Background: an optimization exercise with open tools, aiming at small area and a short achievable clock period. Do not read the settings as production practice.
At most, simulation tests tie the RTL to the original design; equivalence was not proved.
For runs 1 and 2, only the layout was checked, not whether the RTL still works.

[flow/constraint.sdc]
create_clock -name core_clock -period 5.5 [get_ports {clk}]
set_input_delay 1.1000 -clock core_clock [delete_from_list [all_inputs] [get_ports {clk}]]
set_output_delay 1.1000 -clock core_clock [all_outputs]
set_load 0.01 [all_outputs]
[flow/config.mk]
export PLATFORM = sky130hd
export DESIGN_NAME = viterbi_data_forward
export DESIGN_NICKNAME = viterbi_data_forward
export VERILOG_FILES = /design/flow/design.v
export SDC_FILE = /design/flow/constraint.sdc
export NUM_CORES = 8
export LEC_CHECK = 0
export CAP_MARGIN = 20
export CORE_MARGIN = 2
export CORE_UTILIZATION = 40
export SLEW_MARGIN = 20
[flow/design.v]
module viterbi_add_select #(
    parameter ZA = 0,
    parameter ZB = 0
) (
    input             clk,
    input      [11:0] m0,       
    input      [11:0] m1,       
    input      [9:0]  bA,       
    input      [9:0]  bB,       
    input             go,       
    input             hold,     
    output reg        du,       
    output reg        dd,       
    output reg [11:0] mu,       
    output reg [11:0] md        
);
wire [11:0] xA = {{2{bA[9]}}, bA};
wire [11:0] xB = {{2{bB[9]}}, bB};
wire [11:0] u0 = ZA ? m0 : m0 + xA;
wire [11:0] u1 = ZB ? m1 : m1 + xB;
wire [11:0] d0 = ZB ? m0 : m0 + xB;
wire [11:0] d1 = ZA ? m1 : m1 + xA;
wire [11:0] tu = u0 - u1;
wire [11:0] td = d0 - d1;
wire        cu = ~tu[11];
wire        cd = ~td[11];
wire su0 = go & ~cu;
wire su1 = go &  cu;
wire sd0 = go & ~cd;
wire sd1 = go &  cd;
always @(posedge clk) begin
    du <= cu;
    dd <= cd;
    mu <= ({12{su0}} & u0) | ({12{su1}} & u1) | ({12{hold}} & mu);
    md <= ({12{sd0}} & d0) | ({12{sd1}} & d1) | ({12{hold}} & md);
end
endmodule
module viterbi_data_forward(
    input         clk,
    input         rst,
    input  [7:0]  LLR0,
    input  [7:0]  LLR1,
    input         data_in_v,
    output [63:0] back_info,
    output        back_info_v
);
localparam [63:0] ATAB = {
    2'd3, 2'd2, 2'd3, 2'd2, 2'd0, 2'd1, 2'd0, 2'd1,
    2'd0, 2'd1, 2'd0, 2'd1, 2'd3, 2'd2, 2'd3, 2'd2,
    2'd1, 2'd0, 2'd1, 2'd0, 2'd2, 2'd3, 2'd2, 2'd3,
    2'd2, 2'd3, 2'd2, 2'd3, 2'd1, 2'd0, 2'd1, 2'd0};
wire [9:0] p = {LLR0[7], LLR0[7], LLR0} + {LLR1[7], LLR1[7], LLR1};
reg  [7:0] ra, rb, na, nb;
reg  [9:0] rp, np;
reg        v1, v2, clr;
always @(posedge clk) begin
    ra  <= LLR0;
    rb  <= LLR1;
    rp  <= p;
    na  <= ~LLR0;
    nb  <= ~LLR1;
    np  <= ~p;
    v1  <= data_in_v & ~rst;
    v2  <= v1 & ~rst;
    clr <= rst;
end
wire go   = v1;
wire hold = ~v1 & ~clr;
wire [9:0] bm [0:7];
assign bm[0] = 10'd0;
assign bm[1] = {ra[7], ra[7], ra};
assign bm[2] = {rb[7], rb[7], rb};
assign bm[3] = rp;
assign bm[4] = 10'd0;
assign bm[5] = ~{na[7], na[7], na};
assign bm[6] = ~{nb[7], nb[7], nb};
assign bm[7] = ~np;
wire [11:0] m [0:63];
genvar i;
generate
    for (i = 0; i < 32; i = i + 1) begin : bf
        localparam integer A = ATAB[2*i +: 2];
        localparam integer B = 3 - A;
        localparam integer C = (i >= 16) ? 4 : 0;    
        viterbi_add_select #(.ZA(A == 0), .ZB(B == 0)) u (
            .clk  (clk),
            .m0   (m[2*i]),
            .m1   (m[2*i+1]),
            .bA   (bm[C+A]),
            .bB   (bm[C+B]),
            .go   (go),
            .hold (hold),
            .du   (back_info[i]),
            .dd   (back_info[i+32]),
            .mu   (m[i]),
            .md   (m[i+32])
        );
    end
endgenerate
assign back_info_v = v2;
endmodule
[flow/run.sh]
#!/bin/bash
# synth_recipe.tcl (not shown) runs the flow's synth.tcl, then flattens the netlist and writes it again
# the make line also repeats each setting of config.mk as NAME=value (left out here)
make -C /OpenROAD-flow-scripts/flow DESIGN_CONFIG=/design/flow/config.mk WORK_HOME=/design/flow/orfs CLKGATE_MAP_FILE= SYNTH_SCRIPT=/design/flow/synth_recipe.tcl finish
==> Implementation_results.wiki, run 1 <==
{| class="wikitable"
! Metric !! Value
|-
| Outcome || timing/DRC/antenna clean
|-
| Post-Synthesis Cells || between 10000 and 15000
|-
| Number of global-route vias before repair || approximately 83000
|-
| Net total in the final layout || roughly 13000
|-
| Worst setup slack before clock tree synthesis || ~15 ps
|-
| Detailed-router iteration count before antenna repair || 6
|-
| GRT Util Overall || approximately 30%
|-
| Initial Util || between 40 and 50%
|-
| Largest stage delay on the critical path || about 470 ps
|-
| Buffer depth of the longest clock path || 3
|-
| Warnings, synthesis || 4
|-
| Detailed Route Iter0 Violations || around 7000
|-
| Slowest stage cell, crit path || fa_1
|-
| Kind of path behind the tightest hold check || register to register
|-
| Clock tree from TritonCTS || yes
|-
| Via-per-instance ratio || a little under 6
|-
| Cell count after placement || 14530
|-
| Synth Area in Compound Gates || between 20% and 30%
|-
| Tightest slew margin relative to the limit || between 20% and 30%
|-
| Unique cell type count in the Yosys netlist || 93
|-
| Master cell of the clock root buffer || clkbuf_16
|-
| Worst Clk Skew || about 50 ps
|-
| Final-layout worst hold slack || 500.3 ps
|-
| Die ar. || roughly 240000 um2
|-
| Detailed-placement wirelength estimate || 301200 um
|-
| Largest net degree at the start of global routing || between 100 and 150
|-
| Synth Area in XOR/XNOR || about 11%
|-
| Core area || about 240000 um2
|-
| Setup violations, final || 0
|-
| Final cycle utilization of the critical path || roughly 97%
|-
| Highest clock frequency the design can meet || around 190 MHz
|-
| Proportion of synthesized chip area in sequential cells || around a fifth
|-
| Synth Register Bits || 885
|-
| Detailed-route via count || 87180
|-
| Worst Max-Slew Pin Slew || around 1100 ps
|-
| Min cycle time layout || ~5300 ps
|-
| Share of async-settable or async-resettable flops after synthesis || 0%
|-
| Die Ht || 491.2 um
|-
| Data required time of the worst path || roughly 6200 ps
|-
| Global-route wire length before repair || between 500000 and 600000 um
|-
| Net count after synthesis || roughly 13000
|-
| Hold Vio Cnt, Final || 0
|-
| Post-route ant nets || 0
|-
| Non-filler cells, final || approximately 15000
|-
| Mux cell area share after synthesis || 5.406%
|-
| Detailed Route WL || approximately 370000 um
|-
| Inserted Clock Buffers || 116
|-
| Post-synth top flop || dfxtp_1
|-
| Number of stages on the worst hold path || 2
|-
| CTS sink count || roughly 890
|-
| Row cnt || around 180
|-
| Clock insertion delay at the later pin of the skew report || 830 ps
|-
| Final estimated routing congestion in global placement || between 0.9 and 1
|-
| Main combinational cell family by area after synthesis || adder cells
|-
| Number of antenna violations at the first check in global routing || 28
|-
| Netlist Area Pre-Place || approximately 95000 um2
|-
| Post-synth EDFFs || 0
|-
| Library cell with the largest summed area after synthesis || ha_1
|-
| Critical Path, Cell by Cell || buf_12, buf_4, ha_1, fa_1, a21o_1, a21oi_1, o21bai_1, a2111o_1, a31o_2, a21o_1, xor2_1, ha_1, a2111o_1, o22ai_1, a31oi_1, xnor3_1, xor2_2, buf_4, mux2i_1, o22ai_1
|-
| Fraction of post-synthesis cell area in the top cell type by area || approximately 22%
|-
| Adder-Cell Fraction of Synth Area || 24.50%
|-
| Most instantiated library cell after synthesis || ha_1
|-
| Clock-pin slew on the worst setup and hold paths || about 70 ps
|-
| Slack of the critical path || around 160 ps
|-
| Synth Area per Inst || 8.379 um2
|-
| Number of buffer cells added on primary ports || a little over 80
|-
| Setup crit start kind || register
|-
| Post-synth top cells || ha_1 (1704), dfxtp_1 (885), inv_1 (808)
|-
| Kind of capture point of the worst setup path || register
|-
| Post-Synth Simple-Gate Area || 13.10%
|-
| DRC errors left || 0
|-
| Critical path class || register to register
|-
| Post-detailed-route wirelength per cell || about 25 um
|-
| Crit-path max FO || 15
|-
| Total count of max-transition violations in the final report || 0
|-
| Data arrival time of the critical path || 5990 ps
|-
| Maximum Capacitance Violations || 0
|-
| Share of final-layout standard cells stronger than drive strength 1 || under 10%
|-
| Maximum level of the CTS H-tree || 3
|-
| Biggest area contributors in the synthesized netlist || ha_1 (22%), dfxtp_1 (19%), xnor2_1 (6.8%)
|-
| I/O pin count || 84
|-
| Horiz. Die Dim || ~490 um
|-
| Relative area change from synthesis to final layout || 11.45%
|-
| GRT Residual Overflow || 0
|-
| R2R cell count || 20
|}
worst max-delay path, delay by kind of cell, from the launching register on:
family | cells | cell delay (ps)
AOI/OAI and AO/OA | 10 | 2200
xor gates and xnor gates | 3 | 580
adders and majority gates | 3 | 940
buffers and inverters | 3 | 670
DFF | 1 | 390
muxes | 1 | 400
metrics by stage:
step	TNS (ps)	util, %	cell area, um2
3_3_place_gp	0	42.89	101100
4_1_cts	0	44.70	105300
2_1_floorplan	0	-	94950
5_1_grt	-840.6	44.90	105800
3_5_place_dp	0	42.90	101100
6_report	0	44.91	105800
routing by layer:
metal  routed length [um]  vias up  share of wire (%)  global-route usage, %
met2               163000     2818                 44                  47.22
li1                     -    41620                  -                      -
met1               163900    42120                 44                  39.66
met3                27370      621                7.4                  4.693
met4                17870        0                4.8                  12.44
met5                    0        -                  0                      0
final cells by class:
cell class                 count  area (um2)
antenna                        8       20.02
clock inverter                73        1013
tap                         3150        3941
fill                       23170      129800
timing repair buffer         417        3830
sequential                   885       17760
clock buffer                 146        3219
inverter                     810        3050
multi-input combinational   9282       72980
cell usage in the layout, fill, tap and decap left out, types with 113 or more instances in the layout:
cell type / count
dfxtp_1: 862
nor2_1: 790
clkbuf_16: 119
xnor2_1: 703
nand2_1: 758
nor3_1: 267
a22o_1: 131
inv_1: 804
xor2_1: 365
o21bai_1: 113
a211oi_1: 134
o22ai_1: 188
nand2b_1: 195
a21oi_1: 662
mux2i_1: 451
buf_4: 294
a21o_1: 280
nand3_1: 226
o21ai_0: 770
ha_1: 1704
nor2b_1: 141
sequential cells by signal (all words and copies together), names as in the netlist:
signal / count
clr: 1
v1: 1
np: 9
rb: 8
rp: 9
bf.u.du: 32
nb: 8
ra: 8
na: 8
bf.u.dd: 32
v2: 1
bf.u.md: 384
bf.u.mu: 384
worst paths after layout:
path              slack [ps]        endpoint          start
hold / removal           500   bf[1].u.md[2]  bf[1].u.md[2]
hold reg to reg          500   bf[1].u.md[2]  bf[1].u.md[2]
setup reg to reg         160  bf[15].u.md[1]          rb[0]
setup / recovery         160  bf[15].u.md[1]          rb[0]
logic make-up (layout without fill, tap and decap cells):
| group | Yosys count | count (layout) |
|---|---|---|
| AO/OA/AOI/OAI | 3134 | 3134 |
| XOR/XNOR | 1150 | 1150 |
| adder cells (fa/ha/maj) | 1801 | 1801 |
| buffers and inverters | 1165 | 1446 |
| flip-flops | 885 | 885 |
| multiplexers | 506 | 506 |
| other | 0 | 8 |
| AND/OR/NAND/NOR | 2691 | 2691 |
repair_timing:
item / in CTS / in global routing
setup buffers: 0 / 17
pin swaps: 0 / 8
resized for setup: 1 / 44
hold buffers: 0 / 0
endpoints found under the setup margin: 2 / 243
==> inputs of run 2 (changes only) <==
--- a/flow/config.mk
+++ b/flow/config.mk
@@ -8,4 +8,5 @@
 export CAP_MARGIN = 20
 export CORE_MARGIN = 2
 export CORE_UTILIZATION = 40
+export SETUP_SLACK_MARGIN = 0.6
 export SLEW_MARGIN = 20
==> run 2 against run 1 <==
Still clean on timing, DRC and antenna; worst setup slack improved by 460 ps; cell count grew 0.92%; register-to-register slack gained 460 ps; highest routed layer is now met5.
==> Implementation_results.wiki, run 2 <==
{| class="wikitable"
! Metric !! Value
|-
| Post-synth EDFFs || 0 (unchanged)
|-
| Detailed Route WL || 370800 um (-0.36%)
|-
| Die ar. || 241300 um2 (unchanged)
|-
| Worst setup slack before clock tree synthesis || 57.75 ps (+42.98 ps)
|-
| Worst Max-Slew Pin Slew || 1150 ps (+62.43 ps)
|-
| Detailed Route Iter0 Violations || 7692 (+9.5%)
|-
| Post-detailed-route wirelength per cell || 24.88 um (-1.3%)
|-
| Buffer depth of the longest clock path || 3 (unchanged)
|-
| Synth Register Bits || 885 (unchanged)
|-
| R2R cell count || 20 (unchanged)
|-
| Setup crit start kind || register
|-
| Tightest slew margin relative to the limit || 23.31% (-4.0 points)
|-
| Master cell of the clock root buffer || clkbuf_16
|-
| Highest clock frequency the design can meet || 205.0 MHz (+9.4%)
|-
| GRT Util Overall || 29.31% (-0.36 points)
|-
| Kind of path behind the tightest hold check || register to register
|-
| CTS sink count || 885 (unchanged)
|-
| GRT Residual Overflow || 0 (unchanged)
|-
| Clock tree from TritonCTS || yes
|-
| Clock-pin slew on the worst setup and hold paths || 70 ps (about the same)
|-
| Maximum level of the CTS H-tree || 3 (unchanged)
|-
| Outcome || timing/DRC/antenna clean
|-
| Family with the most delay on the worst path || compound AO/OA/AOI/OAI gates
|-
| Slack of the critical path || 622.2 ps (+460.2 ps)
|-
| Net count after synthesis || 13150 (unchanged)
|-
| Unique cell type count in the Yosys netlist || 93 (unchanged)
|-
| Total negative slack || 0 ps (unchanged)
|-
| Finished layout cell area || 109400 um2 (+3.4%)
|-
| Core area || 235600 um2 (unchanged)
|-
| Die Ht || 491.2 um (unchanged)
|-
| I/O pin count || 84 (unchanged)
|-
| Relative area change from synthesis to final layout || 15.19%
|-
| Row cnt || 178 (unchanged)
|-
| Dpl cell area || 101300 um2 (+0.18%)
|-
| Endpoint of the worst-slack reg-to-reg timing path || bf[15].u.md[10]
|-
| Share of final-layout standard cells stronger than drive strength 1 || 10.73% (+3.7 points)
|-
| Post-route ant nets || 0 (unchanged)
|-
| Largest stage delay on the critical path || 410 ps (-60 ps)
|-
| Share of async-settable or async-resettable flops after synthesis || 0% (unchanged)
|-
| Worst reg2reg startpoint || rb[0]
|-
| Initial Util || 40.29% (unchanged)
|-
| Final estimated routing congestion in global placement || 1.003 (+2.2%)
|-
| Post-Synthesis Cells || 11330 (unchanged)
|-
| Number of buffer cells added on primary ports || 83 (unchanged)
|-
| Fraction of post-synthesis cell area in the top cell type by area || 22.46% (unchanged)
|-
| Maximum Capacitance Violations || 0 (unchanged)
|-
| Post-synth top cells || ha_1 (1704), dfxtp_1 (885), inv_1 (808)
|-
| Data required time of the worst path || 6140 ps (about the same)
|-
| Detailed-placement wirelength estimate || 294900 um (-2.1%)
|-
| Largest net degree at the start of global routing || 151 (+5.6%)
|-
| Origin of the worst min-delay path || bf[15].u.mu[7]
|-
| Worst Clk Skew || 41.44 ps (-7.186 ps)
|-
| Warnings, synthesis || 4 (unchanged)
|-
| Biggest area contributors in the synthesized netlist || ha_1 (22%), dfxtp_1 (19%), xnor2_1 (6.8%)
|-
| Setup violations, final || 0 (unchanged)
|-
| Number of stages on the worst hold path || 2 (unchanged)
|-
| Inserted Clock Buffers || 114 (-1.7%)
|-
| Final-layout worst hold slack || 502.4 ps (+2.093 ps)
|-
| Most instantiated library cell after synthesis || ha_1
|-
| Kind of capture point of the worst setup path || register
|-
| Final cycle utilization of the critical path || 88.69% (-8.4 points)
|-
| Proportion of synthesized chip area in sequential cells || 18.66% (unchanged)
|-
| Worst min-delay path endpoint || bf[15].u.mu[7]
|-
| Horiz. Die Dim || 491.2 um (unchanged)
|-
| Via-per-instance ratio || 5.933 (+0.53%)
|-
| Total count of max-transition violations in the final report || 0 (unchanged)
|-
| Combined buffer and inverter count along the critical path || 3 (unchanged)
|-
| Library cell with the largest summed area after synthesis || ha_1
|-
| Data arrival time of the critical path || 5510 ps (-480 ps)
|-
| Global-route wire length before repair || 538900 um (-0.65%)
|-
| Critical path class || register to register
|-
| Clock insertion delay at the later pin of the skew report || 800 ps (-30 ps)
|-
| Synth Area per Inst || 8.379 um2 (unchanged)
|-
| Number of antenna violations at the first check in global routing || 28 (unchanged)
|-
| Netlist Area Pre-Place || 94950 um2 (unchanged)
|-
| CTS Hold Bufs || 0 (unchanged)
|-
| Net total in the final layout || 13470 (+1.1%)
|-
| Leading cell type in the layout, fill and taps excluded || ha_1
|-
| Number of global-route vias before repair || 84860 (+1.8%)
|-
| Unrepaired setup endpoints after global routing || yes
|-
| Most used cells in the layout excluding fill and tap cells || ha_1 (1672), dfxtp_1 (861), inv_1 (799)
|-
| Critical Path, Cell by Cell || buf_12, buf_4, ha_2, fa_2, a21o_1, a21oi_2, o21bai_1, a2111o_1, a31o_2, a21o_1, xor2_2, ha_2, a2111o_1, nor2_2, a31oi_2, xnor3_1, xor2_2, buf_6, mux2i_2, o22ai_1
|-
| Slowest stage cell, crit path || a2111o_1
|-
| Hold Vio Cnt, Final || 0 (unchanged)
|-
| Detailed-route via count || 88440 (+1.5%)
|-
| Flop2flop setup slack || 620 ps (+460 ps)
|-
| DRC errors left || 0 (unchanged)
|-
| Crit-path max FO || 8 (-7)
|-
| Leading registers by flop count || bf.u.md (384), bf.u.mu (384)
|-
| Post-synth top flop || dfxtp_1
|-
| Detailed-router iteration count before antenna repair || 6 (unchanged)
|-
| Min cycle time layout || 4878 ps (-460.2 ps)
|-
| Filler cell count || 22910 (-1.1%)
|}
run 2: cells by family after synthesis:
group / Yosys count / synth area share (%)
fa+ha+maj: 1801 / 24.50
compound gates: 3134 / 22.06
simple gates: 2691 / 13.10
flops: 885 / 18.66
mux: 506 / 5.406
xor+xnor: 1150 / 11.20
buf+inv: 1165 / 5.071
run 2: repair_timing:
action                     4_1_cts  5_1_grt
gates resized for setup        129      366
setup endpoints to repair      514      668
hold endpoints to repair         0        0
pin swaps                       37      110
gates cloned                     7        9
buffers inserted                70       81
run 2: per-stage QoR:
| stage | utilization (%) | instances |
|---|---|---|
| floorplan | - | 11330 |
| global placement | 42.98 | 14520 |
| detailed placement | 42.98 | 14520 |
| CTS | 45.40 | 14810 |
| global route | 46.42 | 14910 |
| finish | 46.42 | 14910 |
run 2: final cells by class:
class                           instances  area (um2)  share of cell area (%)
Clock buffer                          139        3141                   2.871
Inverter                              810        3069                   2.806
Clock inverter                         76        1067                  0.9758
Antenna cell                            6       15.01                 0.01373
Tap cell                             3150        3941                   3.604
Multi-Input combinational cell       9288       75040                   68.61
Sequential cell                       885       17770                   16.25
Timing Repair Buffer                  553        5325                   4.869
run 2: worst register-to-register path: stages (launching register included):
cell	delay (ps)
dfxtp_2	360
buf_12	190
buf_4	190
ha_2	220
fa_2	390
a21o_1	170
a21oi_2	150
o21bai_1	100
a2111o_1	390
a31o_2	240
a21o_1	200
xor2_2	170
ha_2	210
a2111o_1	410
nor2_2	150
a31oi_2	130
xnor3_1	260
xor2_2	210
buf_6	200
mux2i_2	250
o22ai_1	100
run 2: how the worst max path moves through the flow:
stage / start / cells past startpoint / slack, ps / end
final: rb[0] / 20 / 620 / bf[15].u.md[10]
after CTS: nb[1] / 19 / 460 / bf[18].u.md[0]
after floorplan: nb[7] / 19 / 470 / bf[30].u.md[7]
after detailed placement: rp[0] / 18 / 60 / bf[12].u.md[1]
after global routing: rb[0] / 20 / 430 / bf[5].u.mu[1]
after global placement: np[0] / 20 / 120 / bf[23].u.md[8]
run 2: layer usage:
metal	track usage [%]	routed length [um]	vias to the layer above	part of all wire [%]
met5	0	62	-	0.017
met4	15.58	22900	12	6.2
met3	4.725	29180	790	7.9
met2	45.90	160600	3241	43
met1	38.50	158100	42540	43
li1	-	-	41860	-
==> inputs of run 3 (changes only) <==
==> flow/design.v (replaced) <==
module viterbi_add_select #(
    parameter ZA = 0,
    parameter ZB = 0
) (
    input             clk,
    input      [11:0] m0,       
    input      [11:0] m1,       
    input      [8:0]  bA,
    input      [8:0]  bB,
    input      [9:0]  eu,       
    input      [9:0]  ed,       
    input             go,       
    input             hold,     
    output reg        du,       
    output reg        dd,       
    output reg [11:0] mu,       
    output reg [11:0] md        
);
wire [11:0] i0 = {m0[11:8] + 4'd1, m0[7:0]};    
wire [11:0] i1 = {m1[11:8] + 4'd1, m1[7:0]};    
wire [11:0] u0 = ZA ? i0 : m0 + {3'd0, bA};
wire [11:0] u1 = ZB ? i1 : m1 + {3'd0, bB};
wire [11:0] d0 = ZB ? i0 : m0 + {3'd0, bB};
wire [11:0] d1 = ZA ? i1 : m1 + {3'd0, bA};
wire [11:0] n1 = ~m1;
wire [11:0] xu = {{2{eu[9]}}, eu};
wire [11:0] xd = {{2{ed[9]}}, ed};
wire [11:0] su = m0 ^ n1 ^ xu;
wire [11:0] cu = (m0 & n1) | (m0 & xu) | (n1 & xu);
wire [11:0] sd = m0 ^ n1 ^ xd;
wire [11:0] cd = (m0 & n1) | (m0 & xd) | (n1 & xd);
wire [11:0] tu = su + {cu[10:0], 1'b1};
wire [11:0] td = sd + {cd[10:0], 1'b1};
wire        gu = ~tu[11];
wire        gd = ~td[11];
wire su0 = go & ~gu;
wire su1 = go &  gu;
wire sd0 = go & ~gd;
wire sd1 = go &  gd;
always @(posedge clk) begin
    du <= gu;
    dd <= gd;
    mu <= ({12{su0}} & u0) | ({12{su1}} & u1) | ({12{hold}} & mu);
    md <= ({12{sd0}} & d0) | ({12{sd1}} & d1) | ({12{hold}} & md);
end
endmodule
module viterbi_data_forward(
    input         clk,
    input         rst,
    input  [7:0]  LLR0,
    input  [7:0]  LLR1,
    input         data_in_v,
    output [63:0] back_info,
    output        back_info_v
);
localparam [63:0] ATAB = {
    2'd3, 2'd2, 2'd3, 2'd2, 2'd0, 2'd1, 2'd0, 2'd1,
    2'd0, 2'd1, 2'd0, 2'd1, 2'd3, 2'd2, 2'd3, 2'd2,
    2'd1, 2'd0, 2'd1, 2'd0, 2'd2, 2'd3, 2'd2, 2'd3,
    2'd2, 2'd3, 2'd2, 2'd3, 2'd1, 2'd0, 2'd1, 2'd0};
wire [8:0] p = {LLR0[7], LLR0} + {LLR1[7], LLR1} + 9'd256;
reg  [7:0] ra, rb, na, nb;
reg  [8:0] rp, np;
reg  [9:0] rq, rnq, rpp, rnp;    
reg        v1, v2, clr;
always @(posedge clk) begin
    ra  <= LLR0;
    rb  <= LLR1;
    rp  <= p;
    na  <= ~LLR0;
    nb  <= ~LLR1;
    np  <= ~p;
    rq  <= {LLR0[7], LLR0[7], LLR0} - {LLR1[7], LLR1[7], LLR1};
    rnq <= {LLR1[7], LLR1[7], LLR1} - {LLR0[7], LLR0[7], LLR0};
    rpp <= {LLR0[7], LLR0[7], LLR0} + {LLR1[7], LLR1[7], LLR1};
    rnp <= -({LLR0[7], LLR0[7], LLR0} + {LLR1[7], LLR1[7], LLR1});
    v1  <= data_in_v & ~rst;
    v2  <= v1 & ~rst;
    clr <= rst;
end
wire go   = v1;
wire hold = ~v1 & ~clr;
wire [8:0] bm [0:7];
assign bm[0] = 9'd256;
assign bm[1] = {~ra[7], ra[7], ra[6:0]};
assign bm[2] = {~rb[7], rb[7], rb[6:0]};
assign bm[3] = rp;
assign bm[4] = 9'd256;
assign bm[5] = ~{~na[7], na[7], na[6:0]};
assign bm[6] = ~{~nb[7], nb[7], nb[6:0]};
assign bm[7] = ~np;
wire [9:0] ee [0:3];
assign ee[0] = rnp;
assign ee[1] = rq;
assign ee[2] = rnq;
assign ee[3] = rpp;
wire [11:0] m [0:63];
genvar i;
generate
    for (i = 0; i < 32; i = i + 1) begin : bf
        localparam integer A = ATAB[2*i +: 2];
        localparam integer B = 3 - A;
        localparam integer C = (i >= 16) ? 4 : 0;    
        viterbi_add_select #(.ZA(A == 0), .ZB(B == 0)) u (
            .clk  (clk),
            .m0   (m[2*i]),
            .m1   (m[2*i+1]),
            .bA   (bm[C+A]),
            .bB   (bm[C+B]),
            .eu   (ee[A]),
            .ed   (ee[B]),
            .go   (go),
            .hold (hold),
            .du   (back_info[i]),
            .dd   (back_info[i+32]),
            .mu   (m[i]),
            .md   (m[i+32])
        );
    end
endgenerate
assign back_info_v = v2;
endmodule
--- a/flow/config.mk
+++ b/flow/config.mk
@@ -8,5 +8,5 @@
 export CAP_MARGIN = 20
 export CORE_MARGIN = 2
 export CORE_UTILIZATION = 40
-export SETUP_SLACK_MARGIN = 0.6
+export SETUP_SLACK_MARGIN = 2.6
 export SLEW_MARGIN = 20
==> run 3 against run 2 <==
Non-clock buffer count is 457 higher; synthesized cell count is 8.7% higher; register-to-register slack better by 1500 ps; sequential share of layout area is 2.9 points lower; clock-buffer cell count is 9 higher; cell area is 27% higher; worst hold slack worse by 30 ps; critical path depth is 6 lower; critical path type unchanged; highest routed layer unchanged.
==> Implementation_results.wiki, run 3 <==
{| class="wikitable"
! Metric !! Value
|-
| Outcome || timing/DRC/antenna clean
|-
| Fraction of post-synthesis cell area in the top cell type by area || 18.15% (-4.3 points)
|-
| Hold Vio Cnt, Final || 0 (unchanged)
|-
| Cell count after placement || 15840 (+9.1%)
|-
| Final estimated routing congestion in global placement || 1.028 (+2.5%)
|-
| Clock insertion delay at the later pin of the skew report || 840 ps (+40 ps)
|-
| Detailed Route Iter0 Violations || 11100 (+44%)
|-
| Share of final-layout standard cells stronger than drive strength 1 || 20.60% (+9.9 points)
|-
| Slack of the critical path || 2110 ps (+1487 ps)
|-
| Via-per-instance ratio || 5.990 (+0.96%)
|-
| Detailed-route via count || 100400 (+13%)
|-
| Critical path class || register to register
|-
| Detailed-placement wirelength estimate || 345000 um (+17%)
|-
| Buffer depth of the longest clock path || 3 (unchanged)
|-
| Finished layout cell area || 139100 um2 (+27%)
|-
| Synth Register Bits || 917 (+3.6%)
|-
| Kind of path behind the tightest hold check || register to register
|-
| Netlist Area Pre-Place || 109200 um2 (+15%)
|-
| Number of global-route vias before repair || 94180 (+11%)
|-
| Data arrival time of the critical path || 4030 ps (-1480 ps)
|-
| Horiz. Die Dim || 526.5 um (+7.2%)
|-
| Die Ht || 526.5 um (+7.2%)
|-
| Worst Clk Skew || 62.55 ps (+21.11 ps)
|-
| Maximum level of the CTS H-tree || 3 (unchanged)
|-
| Die ar. || 277200 um2 (+15%)
|-
| Library cell with the largest summed area after synthesis || ha_1
|-
| Data required time of the worst path || 6140 ps (about the same)
|-
| DRC errors left || 0 (unchanged)
|-
| Unique cell type count in the Yosys netlist || 95 (+2.2%)
|-
| Unrepaired setup endpoints after global routing || yes
|-
| Net count after synthesis || 14700 (+12%)
|-
| I/O pin count || 84 (unchanged)
|-
| Final cycle utilization of the critical path || 61.64% (-27 points)
|-
| Kind of capture point of the worst setup path || register
|-
| Clock tree from TritonCTS || yes
|-
| Total count of max-transition violations in the final report || 0 (unchanged)
|-
| Leading registers by flop count || bf.u.md (384), bf.u.mu (384)
|-
| Net total in the final layout || 15440 (+15%)
|-
| Master cell of the clock root buffer || clkbuf_16
|-
| Clock-pin slew on the worst setup and hold paths || 60 ps (about the same)
|-
| Worst Max-Slew Pin Slew || 1165 ps (+14.42 ps)
|-
| Post-Synthesis Cells || 12320 (+8.7%)
|-
| Maximum Capacitance Violations || 0 (unchanged)
|-
| Relative area change from synthesis to final layout || 27.40%
|-
| Warnings, synthesis || 4 (unchanged)
|-
| Share of async-settable or async-resettable flops after synthesis || 0% (unchanged)
|-
| Largest stage delay on the critical path || 540 ps (+130 ps)
|-
| Post-synth top flop || dfxtp_1
|-
| Detailed-router iteration count before antenna repair || 6 (unchanged)
|-
| Slowest stage cell, crit path || or4b_4
|-
| Number of buffer cells added on primary ports || 83 (unchanged)
|-
| Tightest slew margin relative to the limit || 22.35% (-0.96 points)
|-
| Proportion of synthesized chip area in sequential cells || 16.81% (-1.8 points)
|-
| Global-route wire length before repair || 673900 um (+25%)
|-
| Inserted Clock Buffers || 119 (+4.4%)
|-
| Library cell appearing most often on the critical path || buf_12
|-
| Core area || 271200 um2 (+15%)
|-
| Setup violations, final || 0 (unchanged)
|-
| Critical Path, Cell by Cell || clkinvlp_4, buf_12, buf_16, fa_1, inv_2, ha_4, o21ai_2, o2bb2ai_2, or4b_4, nand2_4, xor2_4, buf_12, mux2i_2, o21ai_1
|-
| Detailed Route WL || 480400 um (+30%)
|-
| Setup crit start kind || register
|-
| Total negative slack || 0 ps (unchanged)
|-
| Post-detailed-route wirelength per cell || 28.67 um (+15%)
|-
| Leading cell type in the layout, fill and taps excluded || ha_1
|-
| Number of antenna violations at the first check in global routing || 41 (+46%)
|-
| Biggest area contributors in the synthesized netlist || ha_1 (18%), dfxtp_1 (17%), fa_1 (14%)
|-
| Most used cells in the layout excluding fill and tap cells || ha_1 (1451), inv_1 (1199), nand2_1 (907)
|-
| Initial Util || 40.26% (about the same)
|-
| Non-filler cells, final || 16760 (+12%)
|-
| Most instantiated library cell after synthesis || ha_1
|-
| Synth Area per Inst || 8.861 um2 (+5.8%)
|-
| Row cnt || 191 (+7.3%)
|-
| Dpl cell area || 116600 um2 (+15%)
|-
| Post-route ant nets || 0 (unchanged)
|-
| Final-layout worst hold slack || 472.6 ps (-29.79 ps)
|-
| Min cycle time layout || 3390 ps (-1487 ps)
|-
| GRT Util Overall || 33.47% (+4.2 points)
|-
| CTS sink count || 917 (+3.6%)
|-
| Crit-path max FO || 6 (-2)
|-
| Largest net degree at the start of global routing || 174 (+15%)
|-
| Post-synth top cells || ha_1 (1584), inv_1 (1367), nand2_1 (935)
|-
| Highest clock frequency the design can meet || 295.0 MHz (+44%)
|-
| Worst setup slack before clock tree synthesis || 912.1 ps (+854.3 ps)
|-
| Post-synth EDFFs || 0 (unchanged)
|-
| GRT Residual Overflow || 0 (unchanged)
|}
run 3: cell types whose count changed in the layout (fill, tap and decap cells not counted), moves of 221 or more:
cell / previous run / this run
o21ai_1: 40 / 353
ha_1: 1672 / 1451
fa_1: 85 / 757
inv_1: 799 / 1199
nor2_1: 787 / 464
o21ai_0: 729 / 384
buf_6: 32 / 288
run 3: kinds of logic (layout without fill, tap and decap cells):
| logic type | count (synthesis) | count (layout) | share of synthesized area [%] |
|---|---|---|---|
| mux | 448 | 448 | 4.119 |
| simple gates | 2584 | 2584 | 11.19 |
| flops | 917 | 917 | 16.81 |
| fa+ha+maj | 2362 | 2362 | 32.41 |
| buf+inv | 1780 | 2610 | 6.560 |
| other cells | 0 | 22 | 0 |
| xor+xnor | 1128 | 1140 | 9.642 |
| compound gates | 3104 | 3104 | 19.26 |
run 3: per-stage QoR:
step	util, %
global route	51.28
global placement	42.97
finish	51.29
floorplan	-
CTS	49.33
detailed placement	42.98
run 3: layout make-up:
cell class	instances	area (um2)
antenna	22	55.05
multi-input combinational	9638	93310
sequential	917	18640
clock buffer	148	3299
timing repair buffer	1010	12900
tap	3570	4467
fill	24270	132100
inverter	1373	5451
clock inverter	78	977.2
timing repair inverter	1	20.02
run 3: what timing repair did:
| action | 4_1_cts | 5_1_grt |
|---|---|---|
| hold buffers | 0 | 0 |
| resized for setup | 1443 | 750 |
| endpoints found under the setup margin | 852 | 831 |
| setup buffers | 489 | 108 |
| pin swaps | 401 | 387 |
| gates cloned | 71 | 3 |
run 3: final timing paths:
path	startpoint	endpoint	slack (ps)	cells past startpoint
setup / recovery	rnq[8]	bf[28].u.mu[6]	2110	14
setup reg to reg	rnq[8]	bf[28].u.mu[6]	2110	14
hold reg to reg	bf[31].u.md[6]	bf[31].u.md[6]	470	2
hold / removal	bf[31].u.md[6]	bf[31].u.md[6]	470	2
run 3: worst max-delay path: cells and delay by family, from the launching register on:
kind	cells	cell delay, ps
AOI/OAI and AO/OA	3	250
xor gates and xnor gates	1	170
adders and majority gates	2	760
buffers and inverters	5	660
DFF	1	370
muxes	1	300
and+or+nand+nor	2	650
run 3: per-layer routing:
metal,track usage [%],vias to the layer above,share of wire (%)
met5,0,-,0.12
met4,21.47,14,8.1
met3,8.403,1394,12
met2,48.30,5191,41
met1,44.26,48660,40
li1,-,45120,-
==> inputs of run 4 (changes only) <==
--- a/flow/config.mk
+++ b/flow/config.mk
@@ -8,5 +8,5 @@
 export CAP_MARGIN = 20
 export CORE_MARGIN = 2
 export CORE_UTILIZATION = 40
-export SETUP_SLACK_MARGIN = 2.6
+export SETUP_SLACK_MARGIN = 3.2
 export SLEW_MARGIN = 20
==> run 4 against run 3 <==
Still clean; wire length decreased by 0.19%; worst setup slack got worse by 17 ps; non-clock buffer count decreased by 4; synthesized area unchanged; synthesized cell count unchanged; first-iteration DRC count decreased by 2.9%; clock-buffer cell count increased by 6; largest cell class unchanged.
==> Implementation_results.wiki, run 4 <==
{| class="wikitable"
! Metric !! Value
|-
| Biggest area contributors in the synthesized netlist || ha_1 (18%), dfxtp_1 (17%), fa_1 (14%)
|-
| Share of final-layout standard cells stronger than drive strength 1 || 20.72% (+0.12 points)
|-
| Dpl cell area || 117000 um2 (+0.34%)
|-
| Slack of the critical path || 2093 ps (-16.80 ps)
|-
| CTS Hold Bufs || 0 (unchanged)
|-
| Worst setup slack before clock tree synthesis || 1232 ps (+320.0 ps)
|-
| Crit-path max FO || 10 (+4)
|-
| Final estimated routing congestion in global placement || 1.012 (-1.6%)
|-
| Inserted Clock Buffers || 119 (unchanged)
|-
| Filler cell count || 24730 (+1.9%)
|-
| DRC errors left || 0 (unchanged)
|-
| Setup violations, final || 0 (unchanged)
|-
| Most used cells in the layout excluding fill and tap cells || ha_1 (1464), inv_1 (1209), nand2_1 (911)
|-
| Min cycle time layout || 3407 ps (+16.80 ps)
|-
| Share of async-settable or async-resettable flops after synthesis || 0% (unchanged)
|-
| Setup crit start kind || register
|-
| Critical path class || register to register
|-
| Worst Max-Slew Pin Slew || 1364 ps (+199.2 ps)
|-
| Number of global-route vias before repair || 93690 (-0.51%)
|-
| Detailed-router iteration count before antenna repair || 6 (unchanged)
|-
| Maximum level of the CTS H-tree || 3 (unchanged)
|-
| Number of antenna violations at the first check in global routing || 20 (-51%)
|-
| Tightest slew margin relative to the limit || 9.068% (-13 points)
|-
| Clock insertion delay at the later pin of the skew report || 840 ps (about the same)
|-
| Number of buffer cells added on primary ports || 83 (unchanged)
|-
| Leading cell type in the layout, fill and taps excluded || ha_1
|-
| Post-synth EDFFs || 0 (unchanged)
|-
| Kind of capture point of the worst setup path || register
|-
| Die ar. || 277200 um2 (unchanged)
|-
| Synth Register Bits || 917 (unchanged)
|-
| Netlist Area Pre-Place || 109200 um2 (unchanged)
|-
| Net total in the final layout || 15430 (-0.078%)
|-
| Via-per-instance ratio || 5.969 (-0.35%)
|-
| I/O pin count || 84 (unchanged)
|-
| Finished layout cell area || 137800 um2 (-0.97%)
|-
| Die Ht || 526.5 um (unchanged)
|-
| Worst Clk Skew || 42.10 ps (-20.45 ps)
|-
| Total count of max-transition violations in the final report || 0 (unchanged)
|-
| Cell count after placement || 15850 (+0.088%)
|-
| Unrepaired setup endpoints after global routing || yes
|-
| Unique cell type count in the Yosys netlist || 95 (unchanged)
|-
| Total negative slack || 0 ps (unchanged)
|-
| Buffer depth of the longest clock path || 3 (unchanged)
|-
| Most instantiated library cell after synthesis || ha_1
|-
| Master cell of the clock root buffer || clkbuf_16
|-
| Post-synth top cells || ha_1 (1584), inv_1 (1367), nand2_1 (935)
|-
| GRT Residual Overflow || 0 (unchanged)
|-
| Clock tree from TritonCTS || yes
|-
| Post-detailed-route wirelength per cell || 28.65 um (about the same)
|-
| Row cnt || 191 (unchanged)
|-
| Warnings, synthesis || 4 (unchanged)
|-
| Clock-pin slew on the worst setup and hold paths || 60 ps (about the same)
|-
| Fraction of post-synthesis cell area in the top cell type by area || 18.15% (unchanged)
|-
| Detailed-route via count || 99900 (-0.48%)
|-
| Non-filler cells, final || 16740 (-0.13%)
|-
| Data required time of the worst path || 6170 ps (+30 ps)
|-
| Core area || 271200 um2 (unchanged)
|-
| Net count after synthesis || 14700 (unchanged)
|-
| Kind of path behind the tightest hold check || primary input to register
|-
| Post-Synthesis Cells || 12320 (unchanged)
|-
| Detailed-placement wirelength estimate || 347500 um (+0.73%)
|-
| Detailed Route WL || 479500 um (-0.19%)
|-
| Relative area change from synthesis to final layout || 26.16%
|-
| Post-synth top flop || dfxtp_1
|-
| Post-route ant nets || 0 (unchanged)
|-
| Library cell with the largest summed area after synthesis || ha_1
|-
| Maximum Capacitance Violations || 0 (unchanged)
|-
| Global-route wire length before repair || 669500 um (-0.65%)
|-
| Largest net degree at the start of global routing || 161 (-7.5%)
|-
| Outcome || timing/DRC/antenna clean
|-
| Hold Vio Cnt, Final || 0 (unchanged)
|-
| Initial Util || 40.26% (unchanged)
|-
| GRT Util Overall || 33.29% (-0.18 points)
|-
| Data arrival time of the critical path || 4080 ps (+50 ps)
|-
| Leading registers by flop count || bf.u.md (384), bf.u.mu (384)
|-
| Detailed Route Iter0 Violations || 10780 (-2.9%)
|-
| CTS sink count || 917 (unchanged)
|-
| Horiz. Die Dim || 526.5 um (unchanged)
|-
| Synth Area per Inst || 8.861 um2 (unchanged)
|-
| Proportion of synthesized chip area in sequential cells || 16.81% (unchanged)
|-
| Highest clock frequency the design can meet || 293.5 MHz (-0.49%)
|-
| Final cycle utilization of the critical path || 61.95% (+0.31 points)
|}
-- run 4: cell counts after synthesis --
Identical to the previous run, type by type.
-- run 4: cells by family after synthesis --
logic type / Yosys count / share of synthesized area (%)
multiplexers: 448 / 4.119
AND/OR/NAND/NOR: 2584 / 11.19
AO/OA/AOI/OAI: 3104 / 19.26
adder cells (fa/ha/maj): 2362 / 32.41
flip-flops: 917 / 16.81
buffers and inverters: 1780 / 6.560
XOR/XNOR: 1128 / 9.642
-- run 4: worst max-delay path, cell delays in order (launching register included) --
cell        delay [ps]
dfxtp_4            470
clkinvlp_4         180
buf_12             200
buf_12             150
fa_1               500
inv_2               50
ha_4               220
a2111oi_4          320
a22oi_1            130
a41oi_2            190
buf_6              170
xnor2_4             70
buf_12             180
buf_4              150
nand3_2             80
o311ai_2           140
-- run 4: worst paths after layout --
kind                     to  cells past startpoint  slack, ps      startpoint
max           bf[0].u.md[1]                     15       2090          rpp[8]
min                   ra[1]                      1        400         LLR0[1]
max reg2reg   bf[0].u.md[1]                     15       2090          rpp[8]
min reg2reg  bf[31].u.md[2]                      2        480  bf[31].u.md[2]
-- run 4: per-layer routing --
metal	part of all wire, %	global-route usage [%]
met1	40	44.37
met2	40	47.40
met3	13	9.998
met4	7.2	19.06
met5	0.021	0
-- run 4: layout make-up --
cell class / count / area (um2) / area share (%)
clock inverter: 73 / 917.1 / 0.6657
timing repair buffer: 1006 / 12600 / 9.145
antenna: 12 / 30.03 / 0.02180
multi-input combinational: 9630 / 92150 / 66.89
sequential: 917 / 18720 / 13.59
tap: 3570 / 4467 / 3.242
clock buffer: 154 / 3383 / 2.456
timing repair inverter: 1 / 16.27 / 0.01181
inverter: 1373 / 5478 / 3.976
-- run 4: stage by stage --
step	hold slack (ps)	util [%]
floorplan	441.7	-
global placement	459.7	43.11
detailed placement	469.1	43.13
CTS	438.7	49.06
global route	407.4	50.78
finish	403.2	50.79
-- run 4: what timing repair did --
| item | CTS | global route |
|---|---|---|
| pin swaps | 371 | 313 |
| cloned | 60 | 7 |
| buffers inserted | 484 | 94 |
| gates resized for setup | 1678 | 696 |
| setup endpoints to repair | 938 | 909 |
==> inputs of run 5 (changes only) <==
--- a/flow/config.mk
+++ b/flow/config.mk
@@ -8,5 +8,5 @@
 export CAP_MARGIN = 20
 export CORE_MARGIN = 2
 export CORE_UTILIZATION = 40
-export SETUP_SLACK_MARGIN = 3.2
+export SETUP_SLACK_MARGIN = 2.0
 export SLEW_MARGIN = 20
==> run 5 against run 4 <==
Critical endpoint is now bf[18].u.mu[8]; non-clock buffer count down 411; die area did not move; worst hold slack better by 70 ps; cell area decreased by 9.6%; sequential cell count unchanged; synthesized cell count unchanged; global-route usage shrank 1.7 points; still clean; critical path depth shrank 1; highest routed layer unchanged.
==> Implementation_results.wiki, run 5 <==
{| class="wikitable"
! Metric !! Value
|-
| Family with the most delay on the worst path || buffers and inverters
|-
| Outcome || timing/DRC/antenna clean
|-
| Final cycle utilization of the critical path || 64.07% (+2.1 points)
|-
| Setup violations, final || 0 (unchanged)
|-
| Via-per-instance ratio || 5.920 (-0.83%)
|-
| Worst Max-Slew Pin Slew || 1222 ps (-141.8 ps)
|-
| Setup crit start kind || register
|-
| Critical path class || register to register
|-
| Combined buffer and inverter count along the critical path || 5 (-2)
|-
| Total negative slack || 0 ps (unchanged)
|-
| Cell count after placement || 15820 (-0.20%)
|-
| Post-detailed-route wirelength per cell || 27.55 um (-3.8%)
|-
| Synth Area in XOR/XNOR || 9.642% (unchanged)
|-
| Number of antenna violations at the first check in global routing || 29 (+45%)
|-
| Final estimated routing congestion in global placement || 1.004 (-0.78%)
|-
| Post-synth top cells || ha_1 (1584), inv_1 (1367), nand2_1 (935)
|-
| Most instantiated library cell after synthesis || ha_1
|-
| Mux cell area share after synthesis || 4.119% (unchanged)
|-
| Detailed Route WL || 449900 um (-6.2%)
|-
| Horiz. Die Dim || 526.5 um (unchanged)
|-
| Post-synth EDFFs || 0 (unchanged)
|-
| I/O pin count || 84 (unchanged)
|-
| Main combinational cell family by area after synthesis || adder cells
|-
| GRT Util Overall || 31.57% (-1.7 points)
|-
| Detailed-route via count || 96660 (-3.2%)
|-
| Detailed Route Iter0 Violations || 10720 (-0.56%)
|-
| Post-synth top flop || dfxtp_1
|-
| Total count of max-transition violations in the final report || 0 (unchanged)
|-
| Synth Area per Inst || 8.861 um2 (unchanged)
|-
| Number of global-route vias before repair || 89750 (-4.2%)
|-
| Initial Util || 40.26% (unchanged)
|-
| Proportion of synthesized chip area in sequential cells || 16.81% (unchanged)
|-
| Data required time of the worst path || 6170 ps (about the same)
|-
| Kind of capture point of the worst setup path || register
|-
| GRT Residual Overflow || 0 (unchanged)
|-
| Largest net degree at the start of global routing || 123 (-24%)
|-
| Synth Register Bits || 917 (unchanged)
|-
| Netlist Area Pre-Place || 109200 um2 (unchanged)
|-
| Largest stage delay on the critical path || 540 ps (+40 ps)
|-
| Crit-path max FO || 18 (+8)
|-
| Library cell with the largest summed area after synthesis || ha_1
|-
| Synth Area in Compound Gates || 19.26% (unchanged)
|-
| Detailed-router iteration count before antenna repair || 6 (unchanged)
|-
| Master cell of the clock root buffer || clkbuf_16
|-
| Area of the multi-input gates || 85840 um2 (-6.9%)
|-
| Detailed-placement wirelength estimate || 336300 um (-3.2%)
|-
| Slowest stage cell, crit path || fa_1
|-
| Critical Path, Cell by Cell || buf_4, inv_6, buf_6, fa_1, inv_1, ha_1, a21oi_1, o211ai_1, o2111ai_1, nand2_1, xnor2_2, buf_4, mux2i_1, o21ai_1
|-
| Tightest slew margin relative to the limit || 18.52% (+9.5 points)
|-
| Buffer depth of the longest clock path || 3 (unchanged)
|-
| Net count after synthesis || 14700 (unchanged)
|-
| Worst Clk Skew || 47.60 ps (+5.501 ps)
|-
| Filler cell count || 26260 (+6.2%)
|-
| Global-route wire length before repair || 637100 um (-4.8%)
|-
| Share of final-layout standard cells stronger than drive strength 1 || 9.982% (-11 points)
|-
| Number of buffer cells added on primary ports || 83 (unchanged)
|-
| Die Ht || 526.5 um (unchanged)
|-
| Die ar. || 277200 um2 (unchanged)
|-
| Highest clock frequency the design can meet || 283.8 MHz (-3.3%)
|-
| Post-Synthesis Cells || 12320 (unchanged)
|-
| Kind of path behind the tightest hold check || register to register
|-
| Unrepaired setup endpoints after global routing || yes
|-
| Net total in the final layout || 15020 (-2.7%)
|-
| CTS Hold Bufs || 0 (unchanged)
|-
| Row cnt || 191 (unchanged)
|-
| DRC errors left || 0 (unchanged)
|-
| Post-Synth Simple-Gate Area || 11.19% (unchanged)
|-
| Clock insertion delay at the later pin of the skew report || 840 ps (about the same)
|-
| Leading cell type in the layout, fill and taps excluded || ha_1
|-
| Maximum level of the CTS H-tree || 3 (unchanged)
|-
| Core area || 271200 um2 (unchanged)
|-
| Data arrival time of the critical path || 4200 ps (+120 ps)
|-
| Non-filler cells, final || 16330 (-2.4%)
|-
| Share of async-settable or async-resettable flops after synthesis || 0% (unchanged)
|-
| Relative area change from synthesis to final layout || 14.02%
|-
| Inserted Clock Buffers || 119 (unchanged)
|-
| Adder-Cell Fraction of Synth Area || 32.41% (unchanged)
|-
| Combined flip-flop and latch cell area || 18480 um2 (-1.3%)
|-
| Warnings, synthesis || 4 (unchanged)
|-
| Min cycle time layout || 3524 ps (+116.5 ps)
|-
| Fraction of post-synthesis cell area in the top cell type by area || 18.15% (unchanged)
|-
| Maximum Capacitance Violations || 0 (unchanged)
|-
| Biggest area contributors in the synthesized netlist || ha_1 (18%), dfxtp_1 (17%), fa_1 (14%)
|-
| Most used cells in the layout excluding fill and tap cells || ha_1 (1564), inv_1 (1294), nand2_1 (930)
|-
| Unique cell type count in the Yosys netlist || 95 (unchanged)
|-
| Post-route ant nets || 0 (unchanged)
|-
| Clock tree from TritonCTS || yes
|-
| Leading registers by flop count || bf.u.md (384), bf.u.mu (384)
|-
| Library cell appearing most often on the critical path || buf_4
|-
| Hold Vio Cnt, Final || 0 (unchanged)
|-
| CTS sink count || 917 (unchanged)
|-
| Clock-pin slew on the worst setup and hold paths || 60 ps (about the same)
|}
[run 5: cells by family (layout without fill, tap and decap cells)]
family,after synthesis,count (layout)
AOI/OAI and AO/OA,3104,3104
and+or+nand+nor,2584,2584
adders and majority gates,2362,2362
buffers and inverters,1780,2197
xor gates and xnor gates,1128,1131
DFF,917,917
muxes,448,448
other,0,15
[run 5: tightest hold or removal path, stage by stage (launching register included)]
cell and delay, ps:
dfxtp_1 320, nand2_1 50, o21ai_1 50
[run 5: metal layers]
layer | share of wire [%] | global-route usage (%) | vias up | routed length (um)
met1 | 42 | 42.99 | 46830 | 187000
met2 | 41 | 45.31 | 4610 | 182900
li1 | - | - | 44150 | -
met3 | 11 | 7.327 | 1058 | 50490
met4 | 6.5 | 18.46 | 8 | 29450
met5 | 0.012 | 0 | - | 54
[run 5: path summary, 6_finish.rpt]
check	from	to	slack [ps]	cells after the start
worst max-delay path	rnq[1]	bf[18].u.mu[8]	1980	14
worst max register to register	rnq[1]	bf[18].u.mu[8]	1980	14
worst min register to register	bf[31].u.md[2]	bf[31].u.md[2]	470	2
worst min-delay path	bf[31].u.md[2]	bf[31].u.md[2]	470	2
[run 5: final cells by class]
class / count / area share [%]
Inverter: 1373 / 4.267
Timing Repair Buffer: 595 / 4.855
Clock inverter: 79 / 0.8411
Tap cell: 3570 / 3.588
Timing Repair inverter: 1 / 0.007034
Antenna cell: 15 / 0.03015
Clock buffer: 149 / 2.627
Sequential cell: 917 / 14.84
Multi-Input combinational cell: 9629 / 68.94
[run 5: per-stage QoR]
stage	setup slack (ps)	cell area, um2	hold WS [ps]	utilization (%)
floorplan	1256	111100	441.7	-
global placement	1215	116500	456.8	42.93
detailed placement	1209	116500	465.2	42.95
CTS	1942	123000	473.3	45.34
global route	1909	124500	498.9	45.89
finish	1976	124500	472.7	45.90
[run 5: what timing repair did]
action,CTS,global route
buffers inserted,153,104
pin swaps,35,28
gates cloned,3,4
resized for setup,86,80
setup endpoints to repair,791,369
==> inputs of run 6 (changes only) <==
--- a/flow/design.v
+++ b/flow/design.v
@@ -62,6 +62,7 @@
 reg  [7:0] ra, rb, na, nb;
 reg  [8:0] rp, np;
 reg  [9:0] rq, rnq, rpp, rnp;    
+reg  [9:0] iq, inq, ipp, inp;    
 reg        v1, v2, clr;
 always @(posedge clk) begin
     ra  <= LLR0;
@@ -74,6 +75,10 @@
     rnq <= {LLR1[7], LLR1[7], LLR1} - {LLR0[7], LLR0[7], LLR0};
     rpp <= {LLR0[7], LLR0[7], LLR0} + {LLR1[7], LLR1[7], LLR1};
     rnp <= -({LLR0[7], LLR0[7], LLR0} + {LLR1[7], LLR1[7], LLR1});
+    iq  <= ~({LLR0[7], LLR0[7], LLR0} - {LLR1[7], LLR1[7], LLR1});
+    inq <= ~({LLR1[7], LLR1[7], LLR1} - {LLR0[7], LLR0[7], LLR0});
+    ipp <= ~({LLR0[7], LLR0[7], LLR0} + {LLR1[7], LLR1[7], LLR1});
+    inp <= ~(-({LLR0[7], LLR0[7], LLR0} + {LLR1[7], LLR1[7], LLR1}));
     v1  <= data_in_v & ~rst;
     v2  <= v1 & ~rst;
     clr <= rst;
@@ -89,11 +94,15 @@
 assign bm[5] = ~{~na[7], na[7], na[6:0]};
 assign bm[6] = ~{~nb[7], nb[7], nb[6:0]};
 assign bm[7] = ~np;
-wire [9:0] ee [0:3];
+wire [9:0] ee [0:7];
 assign ee[0] = rnp;
 assign ee[1] = rq;
 assign ee[2] = rnq;
 assign ee[3] = rpp;
+assign ee[4] = ~inp;
+assign ee[5] = ~iq;
+assign ee[6] = ~inq;
+assign ee[7] = ~ipp;
 wire [11:0] m [0:63];
 genvar i;
 generate
@@ -107,8 +116,8 @@
             .m1   (m[2*i+1]),
             .bA   (bm[C+A]),
             .bB   (bm[C+B]),
-            .eu   (ee[A]),
-            .ed   (ee[B]),
+            .eu   (ee[C+A]),
+            .ed   (ee[C+B]),
             .go   (go),
             .hold (hold),
             .du   (back_info[i]),
==> run 6 against run 5 <==
Global-route usage grew 0.77 points; largest cell class unchanged; non-clock buffer count grew 52; critical path type unchanged; synthesized cell count shrank 4.5%; critical path depth shrank 4; sequential share of layout area grew 0.82 points; die area shrank 2.5%; highest routed layer unchanged.
==> Implementation_results.wiki, run 6 <==
{| class="wikitable"
! Metric !! Value
|-
| Outcome || timing/DRC/antenna clean
|-
| Worst Max-Slew Pin Slew || 1223 ps (+1.244 ps)
|-
| Post-detailed-route wirelength per cell || 28.39 um (+3.0%)
|-
| Post-synth EDFFs || 0 (unchanged)
|-
| Total negative slack || 0 ps (unchanged)
|-
| Post-synth top cells || ha_1 (1600), inv_1 (1290), dfxtp_1 (949)
|-
| Buffer depth of the longest clock path || 4 (+1)
|-
| Post-route ant nets || 0 (unchanged)
|-
| Detailed-placement wirelength estimate || 350500 um (+4.2%)
|-
| Maximum level of the CTS H-tree || 4 (+1)
|-
| Synth Area per Inst || 9.046 um2 (+2.1%)
|-
| Min cycle time layout || 3524 ps (-0.1000 ps)
|-
| Net total in the final layout || 14590 (-2.9%)
|-
| Proportion of synthesized chip area in sequential cells || 17.85% (+1.0 points)
|-
| Post-synth top flop || dfxtp_1
|-
| CTS Hold Bufs || 0 (unchanged)
|-
| CTS sink count || 949 (+3.5%)
|-
| Setup crit start kind || register
|-
| Data arrival time of the critical path || 4210 ps (about the same)
|-
| Relative area change from synthesis to final layout || 14.99%
|-
| Tightest slew margin relative to the limit || 18.33% (-0.19 points)
|-
| Detailed-router iteration count before antenna repair || 6 (unchanged)
|-
| Via-per-instance ratio || 5.916 (about the same)
|-
| Maximum Capacitance Violations || 0 (unchanged)
|-
| Hold Vio Cnt, Final || 0 (unchanged)
|-
| I/O pin count || 84 (unchanged)
|-
| Data required time of the worst path || 6190 ps (+20 ps)
|-
| Flop2flop setup slack || 1980 ps (about the same)
|-
| Origin of the worst min-delay path || bf[0].u.mu[5]
|-
| Final cycle utilization of the critical path || 64.07% (about the same)
|-
| Worst Clk Skew || 66.16 ps (+18.55 ps)
|-
| Number of global-route vias before repair || 87040 (-3.0%)
|-
| Most instantiated library cell after synthesis || ha_1
|-
| Clock insertion delay at the later pin of the skew report || 850 ps (about the same)
|-
| GRT Residual Overflow || 0 (unchanged)
|-
| Die Ht || 519.8 um (-1.3%)
|-
| Core area || 264900 um2 (-2.4%)
|-
| Dpl cell area || 112600 um2 (-3.4%)
|-
| Detailed-route via count || 93690 (-3.1%)
|-
| Finished layout cell area || 122400 um2 (-1.7%)
|-
| Initial Util || 40.17% (-0.084 points)
|-
| Library cell with the largest summed area after synthesis || ha_1
|-
| Slowest stage cell, crit path || dfxtp_1
|-
| Unrepaired setup endpoints after global routing || yes
|-
| Fraction of post-synthesis cell area in the top cell type by area || 18.81% (+0.66 points)
|-
| Critical Path, Cell by Cell || buf_4, ha_1, a211oi_1, o21ai_0, a31oi_1, nor2b_1, o21ai_0, xnor2_1, mux2i_2, o22ai_1
|-
| Post-Synthesis Cells || 11760 (-4.5%)
|-
| Setup violations, final || 0 (unchanged)
|-
| Final-layout worst hold slack || 507.2 ps (+34.47 ps)
|-
| Unique cell type count in the Yosys netlist || 90 (-5.3%)
|-
| Global-route wire length before repair || 635200 um (-0.31%)
|-
| Netlist Area Pre-Place || 106400 um2 (-2.6%)
|-
| Total count of max-transition violations in the final report || 0 (unchanged)
|-
| Row cnt || 189 (-1.0%)
|-
| Detailed Route WL || 449500 um (about the same)
|-
| R2R cell count || 10 (-4)
|-
| Warnings, synthesis || 4 (unchanged)
|-
| Die ar. || 270200 um2 (-2.5%)
|-
| GRT Util Overall || 32.34% (+0.77 points)
|-
| Biggest area contributors in the synthesized netlist || ha_1 (19%), dfxtp_1 (18%), fa_1 (15%)
|-
| Highest clock frequency the design can meet || 283.8 MHz (about the same)
|-
| Master cell of the clock root buffer || clkbuf_16
|-
| Worst reg2reg startpoint || ra[2]
|-
| Family with the most delay on the worst path || compound AO/OA/AOI/OAI gates
|-
| Library cell appearing most often on the critical path || o21ai_0
|-
| Detailed Route Iter0 Violations || 10960 (+2.2%)
|-
| Kind of path behind the tightest hold check || register to register
|-
| Most used cells in the layout excluding fill and tap cells || ha_1 (1600), inv_1 (1239), dfxtp_1 (853)
|-
| Leading registers by flop count || bf.u.md (384), bf.u.mu (384)
|-
| Number of antenna violations at the first check in global routing || 29 (unchanged)
|-
| Horiz. Die Dim || 519.8 um (-1.3%)
|-
| Largest net degree at the start of global routing || 141 (+15%)
|-
| Combined buffer and inverter count along the critical path || 1 (-4)
|-
| Share of final-layout standard cells stronger than drive strength 1 || 10.21% (+0.23 points)
|-
| Utilization of the core after routing || 46.20% (+0.29 points)
|-
| Critical path class || register to register
|-
| Clock-pin slew on the worst setup and hold paths || 60 ps (about the same)
|-
| Net count after synthesis || 14160 (-3.7%)
|-
| DRC errors left || 0 (unchanged)
|-
| Largest stage delay on the critical path || 740 ps (+200 ps)
|-
| Number of stages on the worst hold path || 2 (unchanged)
|-
| Endpoint of the worst-slack reg-to-reg timing path || bf[7].u.md[10]
|-
| Worst min-delay path endpoint || bf[0].u.mu[5]
|-
| Share of async-settable or async-resettable flops after synthesis || 0% (unchanged)
|-
| Number of buffer cells added on primary ports || 83 (unchanged)
|-
| Crit-path max FO || 11 (-7)
|-
| Final estimated routing congestion in global placement || 1.028 (+2.4%)
|-
| Synth Register Bits || 949 (+3.5%)
|-
| Leading cell type in the layout, fill and taps excluded || ha_1
|-
| Kind of capture point of the worst setup path || register
|-
| Clock tree from TritonCTS || yes
|-
| Inserted Clock Buffers || 138 (+16%)
|}
## run 6: cell types whose count changed after synthesis, sizes merged, moves of 50 or more
cell and delta:
nand2 -340, o22ai +331, o21ai -103, o311ai -101
nand3 -95, a21oi +82, inv -77, nor3 +71
mux2i +60, o21a -50
## run 6: worst max-delay path by stage
stage	slack, ps	endpoint	startpoint	cells past startpoint
after floorplan	1890	bf[21].u.md[10]	ipp[1]	12
after global placement	1280	bf[10].u.mu[11]	rpp[1]	15
after detailed placement	1220	bf[10].u.mu[11]	rpp[1]	15
after CTS	1950	bf[14].u.mu[9]	rnp[1]	14
after global routing	1910	bf[5].u.md[7]	rq[1]	14
final	1980	bf[7].u.md[10]	ra[2]	10
## run 6: worst min-delay path: cells and delay by family, from the launching register on
kind          cells  cell delay, ps
flops             1             340
mux               1              50
simple gates      1              70
## run 6: cell families after synthesis
family | Yosys count | synth area share, %
xor gates and xnor gates | 1156 | 9.882
and+or+nand+nor | 2157 | 9.698
muxes | 533 | 5.045
AOI/OAI and AO/OA | 2933 | 17.77
DFF | 949 | 17.85
adders and majority gates | 2378 | 33.45
buffers and inverters | 1657 | 6.303
## run 6: layout make-up
type,instances,area [um2]
inverters,1295,5035
diodes,12,30.03
well taps,3533,4420
clock buffers,176,3861
repair buffers,647,6390
flip-flops and latches,949,19160
multi-input cells,9160,82730
clock inverters,64,728.2
fillers,25550,142500
## run 6: per-layer routing
layer / share of wire (%) / global-route usage, % / wire length, um
met1: 42 / 45.07 / 186700
met2: 41 / 46.41 / 182600
met3: 12 / 7.518 / 53320
met4: 6.0 / 16.24 / 26840
met5: 0.014 / 0 / 61
## run 6: metrics by stage
| step | worst slack [ps] | instances |
|---|---|---|
| 6_report | 1976 | 15840 |
| 5_1_grt | 1910 | 15830 |
| 4_1_cts | 1950 | 15730 |
| 3_5_place_dp | 1223 | 15310 |
| 3_3_place_gp | 1278 | 15310 |
| 2_1_floorplan | 1891 | 11760 |
## run 6: repair_timing
item / 4_1_cts / 5_1_grt
gates resized for setup: 258 / 261
pin swaps: 44 / 59
setup buffers: 171 / 91
cloned: 4 / 5
setup endpoints to repair: 709 / 413

## what the ideal ports hide
In the flow no input, the clock included, has a driving cell. The finished layouts below were timed again as built, in two steps.
Step 1 sets driving cells, clkbuf_16 on the clock port and buf_2 on the other inputs (assumed; they add their load-dependent delay and slew).
Step 2 moves the port delays by t, midway between the first and last clock arrival at a register: inputs arrive t later, outputs are due t later. That takes back most of the time a late clock gives input paths.
Three values: no drivers, after step 1, after step 2; two values: the first two.
| run | t, ns | slack for setup (ns) | worst register clock-pin slew, ns |
|---|---|---|---|
| run 1 | 0.891 | 0.162 / 0.162 / 0.162 | 0.07 / 0.07 |
| run 2 | 0.873 | 0.622 / 0.622 / 0.622 | 0.07 / 0.07 |
| run 3 | 0.906 | 2.110 / 2.110 / 1.903 | 0.08 / 0.08 |
| run 4 | 0.925 | 2.093 / 2.093 / 2.093 | 0.08 / 0.08 |
| run 5 | 0.911 | 1.976 / 1.976 / 1.356 | 0.07 / 0.07 |
| run 6 | 0.916 | 1.976 / 1.976 / 1.233 | 0.07 / 0.07 |
After both steps setup and hold are still met in every run listed. The setup slack of run 6, which loses most, moves by 0.000 ns with the drivers and by -0.743 ns with both steps.
